Source: an optimization exercise on an open RTL-to-GDS flow (aim: small area, a short achievable clock period and few clock cycles). Production flows keep margins and buffers that such runs may drop.
Only simulation tests tie the RTL to the original design; equivalence was not proved.

old:
// CONV
module  CONV(
            input		  clk,
            input		  reset,
            output		  busy,
            input		  ready,
            output [11:0] iaddr,
            input  [19:0] idata,
            output	 	  cwr,
            output [11:0] caddr_wr,
            output [19:0] cdata_wr,
            output	 	  crd,
            output [11:0] caddr_rd,
            input  [19:0] cdata_rd,
            output [ 2:0] csel
        );
reg        busy_r;
reg        wact;       
reg  [6:0] rx;         
reg  [6:0] ry;         
reg  [3:0] rr;         
reg  [3:0] ws;         
reg  [6:0] wq;         
reg  [3:0] wr;         
reg        cwr_r, csel1_r;
reg [11:0] caddr_wr_r, caddr_rd_r;
reg [19:0] cdata_wr_r;
reg [19:0] rb, pm, pa_r;
assign busy     = busy_r;
assign iaddr    = {ry[5:0], rx[5:0]};
assign cwr      = cwr_r;
assign caddr_wr = caddr_wr_r;
assign cdata_wr = cdata_wr_r;
assign crd      = busy_r;
assign caddr_rd = caddr_rd_r;
assign csel     = {1'b0, csel1_r, 1'b1};
wire start = !busy_r && ready;
wire fin   = wact && ws == 4'd8 && wq == 7'd2;
always @(posedge clk) begin
    if (start) begin
        rx <= 7'd64;
        ry <= 7'h77;           
        rr <= 4'd0;
    end else if (rr == 4'd9) begin
        rr <= 4'd0;
        if (rx == 7'd64) begin
            rx <= 7'd0;
            ry <= ry - 7'd1;
        end else begin
            rx <= rx + 7'd1;
            ry <= ry - 7'd9;
        end
    end else begin
        rr <= rr + 4'd1;
        ry <= ry + 7'd1;
    end
end
reg [459:0] sr;
wire pvalid = !rx[6] && !ry[6];
always @(posedge clk)
    sr <= {sr[439:0], pvalid ? idata : 20'd0};
  ...
Settings: LEC_CHECK=0, CAP_MARGIN=20, CORE_MARGIN=2, CORE_UTILIZATION=40, CTS_CLUSTER_DIAMETER=100, CTS_CLUSTER_SIZE=25, SLEW_MARGIN=20, SYNTH_HIERARCHICAL=1; clock period 10.0 ns.
standard.sh (not shown) runs the stock make flow with config.mk's settings and CLKGATE_MAP_FILE= SYNTH_SCRIPT=/design/flow/synth_recipe.tcl, a recipe that flattens the netlist after the stock synthesis.
==> flow/flow/run.sh <==
#!/bin/bash
# Own layout flow: the standard flow (standard.sh, unchanged synthesis,
# floorplan, power grid and tap cells), with buf_2 cells as the port buffers
# instead of the delay buffer buffer_ports picks by default, and repair_timing
# aiming for 6.8 ns of setup slack.
# The full make/ORFS output goes to flow_standard.log in the work folder;
# ORFS also keeps a log per step under orfs/logs.
set -euo pipefail
bash standard.sh \
  "BUFFER_PORTS_ARGS=-buffer_cell sky130_fd_sc_hd__buf_2" \
  SETUP_SLACK_MARGIN=6.8 \
  finish > flow_standard.log 2>&1
Testbench counts of old, summed over its fixed seeds: cycles 94,302.
Input-level comparison between new and old:
--- a/flow/design.v
+++ b/flow/design.v
@@ -2194,29 +2194,30 @@
 wire w2131 = ~w1958;
 wire w2132, w2133;
 CONV_fa uw2132 (w2131, w2035, w2037, w2132, w2133);
 wire w2134 = ~w2038;
 wire w2135, w2136;
 CONV_fa uw2135 (w1959, w2040, w2134, w2135, w2136);
 wire w2137 = ~w2041;
 wire w2138, w2139;
 CONV_fa uw2138 (w2042, w1961, w2137, w2138, w2139);
 wire w2140 = ~w2044;
 wire w2141, w2142;
 CONV_fa uw2141 (r1[241], w2043, w2140, w2141, w2142);
-reg [73:0] r2;
-always @(posedge clk) r2 <= {w2045, w2142, w2141, w2139, w2138, w2136, w2135, w2133, w2132, w2130, w2129, w2127, w2126, w2124, w2123, w2121, w2120, w2118, w2117, w2115, w2114, w2112, w2111, w2109, w2108, w2106, w2105, w2103, w2102, w2100, w2099, w2097, w2096, w2094, w2093, w2091, w2090, w2088, w2087, w2085, w2084, w2082, w2081, w2079, w2078, w2076, w2075, w2073, w2072, w2070, w2069, w2068, w2067, w2065, w2064, w2062, w2061, w2059, w2058, w2056, w2055, w2053, w2052, w2050, w2049, w2047, r1[8], w2046, r1[5], r1[4], r1[3], r1[2], r1[1], r1[0]};
-wire [37:0] suma = {~r2[72], r2[70], ~r2[68], r2[66], ~r2[64], ~r2[62], r2[60], r2[58], r2[56], ~r2[54], ~r2[52], r2[50], r2[48], r2[46], r2[44], ~r2[42], r2[40], r2[38], r2[36], r2[34], r2[32], ~r2[30], r2[28], r2[26], r2[24], r2[22], ~r2[20], ~r2[18], r2[16], r2[14], r2[12], ~r2[10], r2[8], ~r2[6], ~r2[4], r2[3], r2[1], ~r2[0]};
-wire [37:0] sumb = {~r2[73], ~r2[71], r2[69], ~r2[67], r2[65], ~r2[63], ~r2[61], r2[59], r2[57], r2[55], ~r2[53], ~r2[51], r2[49], r2[47], r2[45], r2[43], ~r2[41], r2[39], r2[37], r2[35], r2[33], r2[31], ~r2[29], r2[27], r2[25], r2[23], r2[21], ~r2[19], ~r2[17], r2[15], r2[13], r2[11], ~r2[9], ~r2[7], r2[5], 1'b0, ~r2[2], 1'b0};
-wire [37:0] acc  = suma + sumb;
+wire [14:0] lowsum = {1'b0, {w2070, w2068, ~w2065, ~w2062, w2059, w2056, w2053, ~w2050, w2047, ~w2046, ~r1[4], r1[3], r1[1], ~r1[0]}} + {1'b0, {w2072, w2069, w2067, ~w2064, ~w2061, w2058, w2055, w2052, ~w2049, ~r1[8], r1[5], 1'b0, ~r1[2], 1'b0}};
+reg [48:0] r2;
+always @(posedge clk) r2 <= {w2045, w2142, w2141, w2139, w2138, w2136, w2135, w2133, w2132, w2130, w2129, w2127, w2126, w2124, w2123, w2121, w2120, w2118, w2117, w2115, w2114, w2112, w2111, w2109, w2108, w2106, w2105, w2103, w2102, w2100, w2099, w2097, w2096, w2094, w2093, w2091, w2090, w2088, w2087, w2085, w2084, w2082, w2081, w2079, w2078, w2076, w2075, w2073, lowsum[14]};
+wire [37:0] suma = {~r2[47], r2[45], ~r2[43], r2[41], ~r2[39], ~r2[37], r2[35], r2[33], r2[31], ~r2[29], ~r2[27], r2[25], r2[23], r2[21], r2[19], ~r2[17], r2[15], r2[13], r2[11], r2[9], r2[7], ~r2[5], r2[3], r2[1], 1'b0, 1'b0, 1'b0, 1'b0, 1'b0, 1'b0, 1'b0, 1'b0, 1'b0, 1'b0, 1'b0, 1'b0, 1'b0, 1'b0};
+wire [37:0] sumb = {~r2[48], ~r2[46], r2[44], ~r2[42], r2[40], ~r2[38], ~r2[36], r2[34], r2[32], r2[30], ~r2[28], ~r2[26], r2[24], r2[22], r2[20], r2[18], ~r2[16], r2[14], r2[12], r2[10], r2[8], r2[6], ~r2[4], r2[2], 1'b0, 1'b0, 1'b0, 1'b0, 1'b0, 1'b0, 1'b0, 1'b0, 1'b0, 1'b0, 1'b0, 1'b0, 1'b0, 1'b0};
+wire [37:0] acc = {suma[37:14] + sumb[37:14] + r2[0], 14'd0};
 wire [19:0] relu = acc[37] ? 20'd0 : acc[35:16];
 wire       wlow  = wq < 7'd2;
 wire [6:0] wq2   = wlow ? wq + 7'd65 : wq;
 wire [6:0] pt    = wq2 - 7'd3;
 wire [4:0] pi    = pt[5:1];        
 wire       ph    = pt[0];          
 wire [3:0] psx   = wlow ? ws - 4'd1 : ws;
 wire       pact  = wq != 7'd2 && !(ws == 4'd0 && wlow);
 wire       l0we  = wq != 7'd0 && ws != 4'd8;
 wire [6:0] wx    = wq - 7'd1;
 wire [19:0] pmax = (rb > pm) ? rb : pm;
 always @(posedge clk or posedge reset) begin
==> summary.txt <==
new finished every stage and its layout cleared the timing, design-rule and antenna checks.
The run showing the greater non-clock buffer count is new.
Delta (new minus old): first-pass GRT wire length went up 3.5%, synthesized cell count went down about 3.3%, post-route core utilization held, number of enable-type register cells in the synthesized netlist held.
The met2 usage in global routing of new is higher than that of old.
old → new: cell area lower; met3 usage roughly the same; total length of routed wires higher; mean routed wirelength per cell higher.
sky130_fd_sc_hd__dfrtp_1 as the slowest cell on the critical path was reported by new, and sky130_fd_sc_hd__dfxtp_1 by old.
Testbench counts of new, summed over its fixed seeds: cycles 94,302.

[re-timing with driven ports]
The flow's constraints put no driver on any port. The routed layouts listed below were extracted and timed again, unchanged, in two steps.
Step 1 (the two cells are an assumption about what drives the block):
set clk [get_ports {clk}]
set_driving_cell -lib_cell sky130_fd_sc_hd__clkbuf_16 $clk
set_driving_cell -lib_cell sky130_fd_sc_hd__buf_2 [delete_from_list [all_inputs] $clk]
Step 2 moves the port delays by t, midway between the first and last clock arrival at a register: inputs arrive t later, outputs are due t later. That takes back most of the time a late clock gives input paths.
Slacks: no drivers / after step 1 / after step 2; pairs: no drivers / after step 1.
run | t, ns | setup WS [ns] | worst setup path at the end | slew at the worst register clock pin (ns)
old | 0.731 | 6.796 / 6.735 / 6.796 | register to register | 0.11 / 0.11
new | 0.732 | 6.763 / 6.691 / 6.800 | register to register | 0.11 / 0.11
After both steps every run listed still meets setup and hold.
